Background: an optimization exercise with open tools, aiming at small area, a short achievable clock period and few clock cycles per item. Do not read the settings as production practice. The RTL was checked by simulation tests, not by an equivalence proof against the original design. Power is estimated from default activity; no workload was simulated.

Design shift_add_multiplier, start of the top module:
module shift_add_multiplier
#(
    parameter int OPERAND_WIDTH = 32
)
(
    input  logic        flush,
    input  logic        clk,
    input  logic        rst,
    input  logic        start,
    input  logic [1:0]  mul_type,
    input  logic [31:0] a,
    input  logic [31:0] b,
    output logic [63:0] p,
    output logic        done,
    output logic        work
);
    logic [36:0] P_lo;
    logic [27:0] P_hi;
    logic [31:0] S;
    logic [31:0] C;
    logic [5:0] L_s, L_c;
    logic cy;
    logic [2:0] cnt;
    logic busy, last, fin, first;
    logic [2:0] e_one, e_two, e_neg;
    wire load   = start & ~busy & ~last & ~fin;
    wire nfirst = ~first;
    wire [32:0] A = {(mul_type[0] | mul_type[1]) & a[31], a};
    wire [36:0] bext = {{4{(mul_type == 2'b01) & b[31]}}, b, 1'b0};
    wire [31:0] sg = S & {32{nfirst}};
    wire [31:0] cg = C & {32{nfirst}};
    wire [33:0] pp0 = (({34{e_one[0]}} & {A[32], A}) | ({34{e_two[0]}} & {A, 1'b0})) ^ {34{e_neg[0]}};
    wire [33:0] pp1 = (({34{e_one[1]}} & {A[32], A}) | ({34{e_two[1]}} & {A, 1'b0})) ^ {34{e_neg[1]}};
    wire [33:0] pp2 = (({34{e_one[2]}} & {A[32], A}) | ({34{e_two[2]}} & {A, 1'b0})) ^ {34{e_neg[2]}};
    wire s1 = sg[0] ^ cg[0] ^ e_neg[0];
    wire c2 = (sg[0] & cg[0]) | (sg[0] & e_neg[0]) | (cg[0] & e_neg[0]);
    wire s3 = sg[1] ^ cg[1] ^ pp0[1];
    wire c4 = (sg[1] & cg[1]) | (sg[1] & pp0[1]) | (cg[1] & pp0[1]);
    wire s5 = sg[2] ^ cg[2] ^ e_neg[1];
    wire c6 = (sg[2] & cg[2]) | (sg[2] & e_neg[1]) | (cg[2] & e_neg[1]);
    wire s7 = pp0[2] ^ pp1[0] ^ s5;
    wire c8 = (pp0[2] & pp1[0]) | (pp0[2] & s5) | (pp1[0] & s5);
    wire s9 = sg[3] ^ cg[3] ^ pp0[3];
    wire c10 = (sg[3] & cg[3]) | (sg[3] & pp0[3]) | (cg[3] & pp0[3]);
    wire s11 = pp1[1] ^ c6 ^ s9;
    wire c12 = (pp1[1] & c6) | (pp1[1] & s9) | (c6 & s9);
    wire s13 = sg[4] ^ cg[4] ^ e_neg[2];
  ...
For scale: ~1000 cells after synthesis, roughly 160 flip-flops, ~11000 um2 of cells after synthesis.
Settings: LEC_CHECK=0, ABC_CLOCK_PERIOD_IN_PS=3000, CAP_MARGIN=20, CORE_MARGIN=2, CORE_UTILIZATION=40, CTS_BUF_LIST=sky130_fd_sc_hd__clkbuf_4 sky130_fd_sc_hd__clkbuf_8, SETUP_SLACK_MARGIN=2.5, SLEW_MARGIN=20; clock period 5.5 ns.
standard.sh (not shown) runs the stock make flow with config.mk's settings and CLKGATE_MAP_FILE= SYNTH_SCRIPT=/design/flow/synth_recipe.tcl, a recipe that flattens the netlist after the stock synthesis.
==> flow/flow/run.sh <==
#!/bin/bash
# The standard layout, with the port buffers that buffer_ports inserts made
# from the smallest buffer instead of the delay cell it picks by default.
set -euo pipefail
export BUFFER_PORTS_ARGS="-buffer_cell sky130_fd_sc_hd__buf_1"
bash standard.sh > standard_flow.log 2>&1
Testbench counts at the start, summed over its fixed seeds: cycles 7,680, items 768.
Change:
--- a/flow/config.mk
+++ b/flow/config.mk
@@ -6,9 +6,9 @@
 export NUM_CORES = 4
 export LEC_CHECK = 0
-export ABC_CLOCK_PERIOD_IN_PS = 3000
+export ABC_CLOCK_PERIOD_IN_PS = 2700
 export CAP_MARGIN = 20
 export CORE_MARGIN = 2
 export CORE_UTILIZATION = 40
 export CTS_BUF_LIST = sky130_fd_sc_hd__clkbuf_4 sky130_fd_sc_hd__clkbuf_8
-export SETUP_SLACK_MARGIN = 2.5
+export SETUP_SLACK_MARGIN = 2.8
 export SLEW_MARGIN = 20
What happened:
- core utilization climbs by 1.1 points
- critical path depth drops by 1
- wire length climbs by 1.7%
- fmax climbs by 7.5%
- power climbs by 3.5%
- final area climbs by 2.4%
- non-clock buffer count stays the same
- cell count stays the same
- synthesized cell count does not change
- global-route usage climbs by 0.23 points
- clock power climbs by about 10%
Change:
--- a/flow/config.mk
+++ b/flow/config.mk
@@ -9,5 +9,5 @@
 export CAP_MARGIN = 20
 export CORE_MARGIN = 2
-export CORE_UTILIZATION = 40
+export CORE_UTILIZATION = 50
 export CTS_BUF_LIST = sky130_fd_sc_hd__clkbuf_4 sky130_fd_sc_hd__clkbuf_8
 export SETUP_SLACK_MARGIN = 2.8
After rerunning: The changed run passed the timing, design-rule and antenna checks; worst setup slack gains 0.011 ns; hold slack loses 0.0081 ns; final cell count fell by 4.4%; design area decreases by 1.1%; routed wire length is about the same; critical path depth is unchanged.
Change:
==> flow/flow/run.sh (replaced) <==
#!/bin/bash
# The standard layout, with the port buffers that buffer_ports inserts made
# from the smallest buffer instead of the delay cell it picks by default, and
# clock-tree sinks clustered into larger groups.
set -euo pipefail
export BUFFER_PORTS_ARGS="-buffer_cell sky130_fd_sc_hd__buf_1"
export CTS_ARGS="-sink_clustering_enable -repair_clock_nets -sink_clustering_size 40 -sink_clustering_max_diameter 150 -buf_list sky130_fd_sc_hd__clkbuf_8"
bash standard.sh > standard_flow.log 2>&1
--- a/flow/config.mk
+++ b/flow/config.mk
@@ -9,5 +9,5 @@
 export CAP_MARGIN = 20
 export CORE_MARGIN = 2
-export CORE_UTILIZATION = 50
+export CORE_UTILIZATION = 40
 export CTS_BUF_LIST = sky130_fd_sc_hd__clkbuf_4 sky130_fd_sc_hd__clkbuf_8
 export SETUP_SLACK_MARGIN = 2.8
The new run finished clean; first-iteration DRC count rises by 15%; global-route usage fell by 5.2 points; maximum frequency goes down by 0.40%; worst setup slack loses 0.011 ns; sequential share of layout area went down by 0.36 points; wire length hardly moves; synthesized area stays the same; utilization goes down by 12 points.
Change:
==> flow/flow/run.sh (replaced) <==
#!/bin/bash
# The standard layout, with the port buffers that buffer_ports inserts made
# from the smallest buffer instead of the delay cell it picks by default.
set -euo pipefail
export BUFFER_PORTS_ARGS="-buffer_cell sky130_fd_sc_hd__buf_1"
bash standard.sh > standard_flow.log 2>&1
--- a/flow/config.mk
+++ b/flow/config.mk
@@ -6,9 +6,9 @@
 export NUM_CORES = 4
 export LEC_CHECK = 0
-export ABC_CLOCK_PERIOD_IN_PS = 2700
+export ABC_CLOCK_PERIOD_IN_PS = 2500
 export CAP_MARGIN = 20
 export CORE_MARGIN = 2
 export CORE_UTILIZATION = 40
 export CTS_BUF_LIST = sky130_fd_sc_hd__clkbuf_4 sky130_fd_sc_hd__clkbuf_8
-export SETUP_SLACK_MARGIN = 2.8
+export SETUP_SLACK_MARGIN = 2.9
 export SLEW_MARGIN = 20
Result: The new run went through all stages and came out clean. Combinational power grows by about 2%. Die area is unchanged. Worst hold slack gets worse by 0.0069 ns. Routed wire length hardly moves. Worst setup slack improved by 0.013 ns.

-- static timing again, ports no longer ideal --
The flow's constraints put no driver on any port. The routed layouts listed below were extracted and timed again, unchanged, in two steps. Step 1, drivers: a clkbuf_16 drives clk and a buf_2 each remaining input, both assumed. Step 2 also shifts input and output timing later by t, the mid clock arrival at the registers, as if the neighbouring blocks saw the same clock. Three values: ideal, step 1, step 2; two values: the first two.
run	t (ns)	setup WS [ns]	worst hold slack (ns)
the first run	0.498	2.602 / 2.592 / 2.093	0.498 / 0.498 / 0.498
the second run	0.510	2.805 / 2.830 / 2.320	0.498 / 0.498 / 0.498
the third run	0.517	2.816 / 2.837 / 2.320	0.490 / 0.490 / 0.490
the fourth run	0.510	2.805 / 2.830 / 2.320	0.498 / 0.498 / 0.498
the fifth run	0.497	2.818 / 2.829 / 2.331	0.491 / 0.491 / 0.491
After both steps every run listed still meets setup and hold. The setup slack of the first run, which loses most, moves by -0.010 ns with the drivers and by -0.509 ns with both steps.
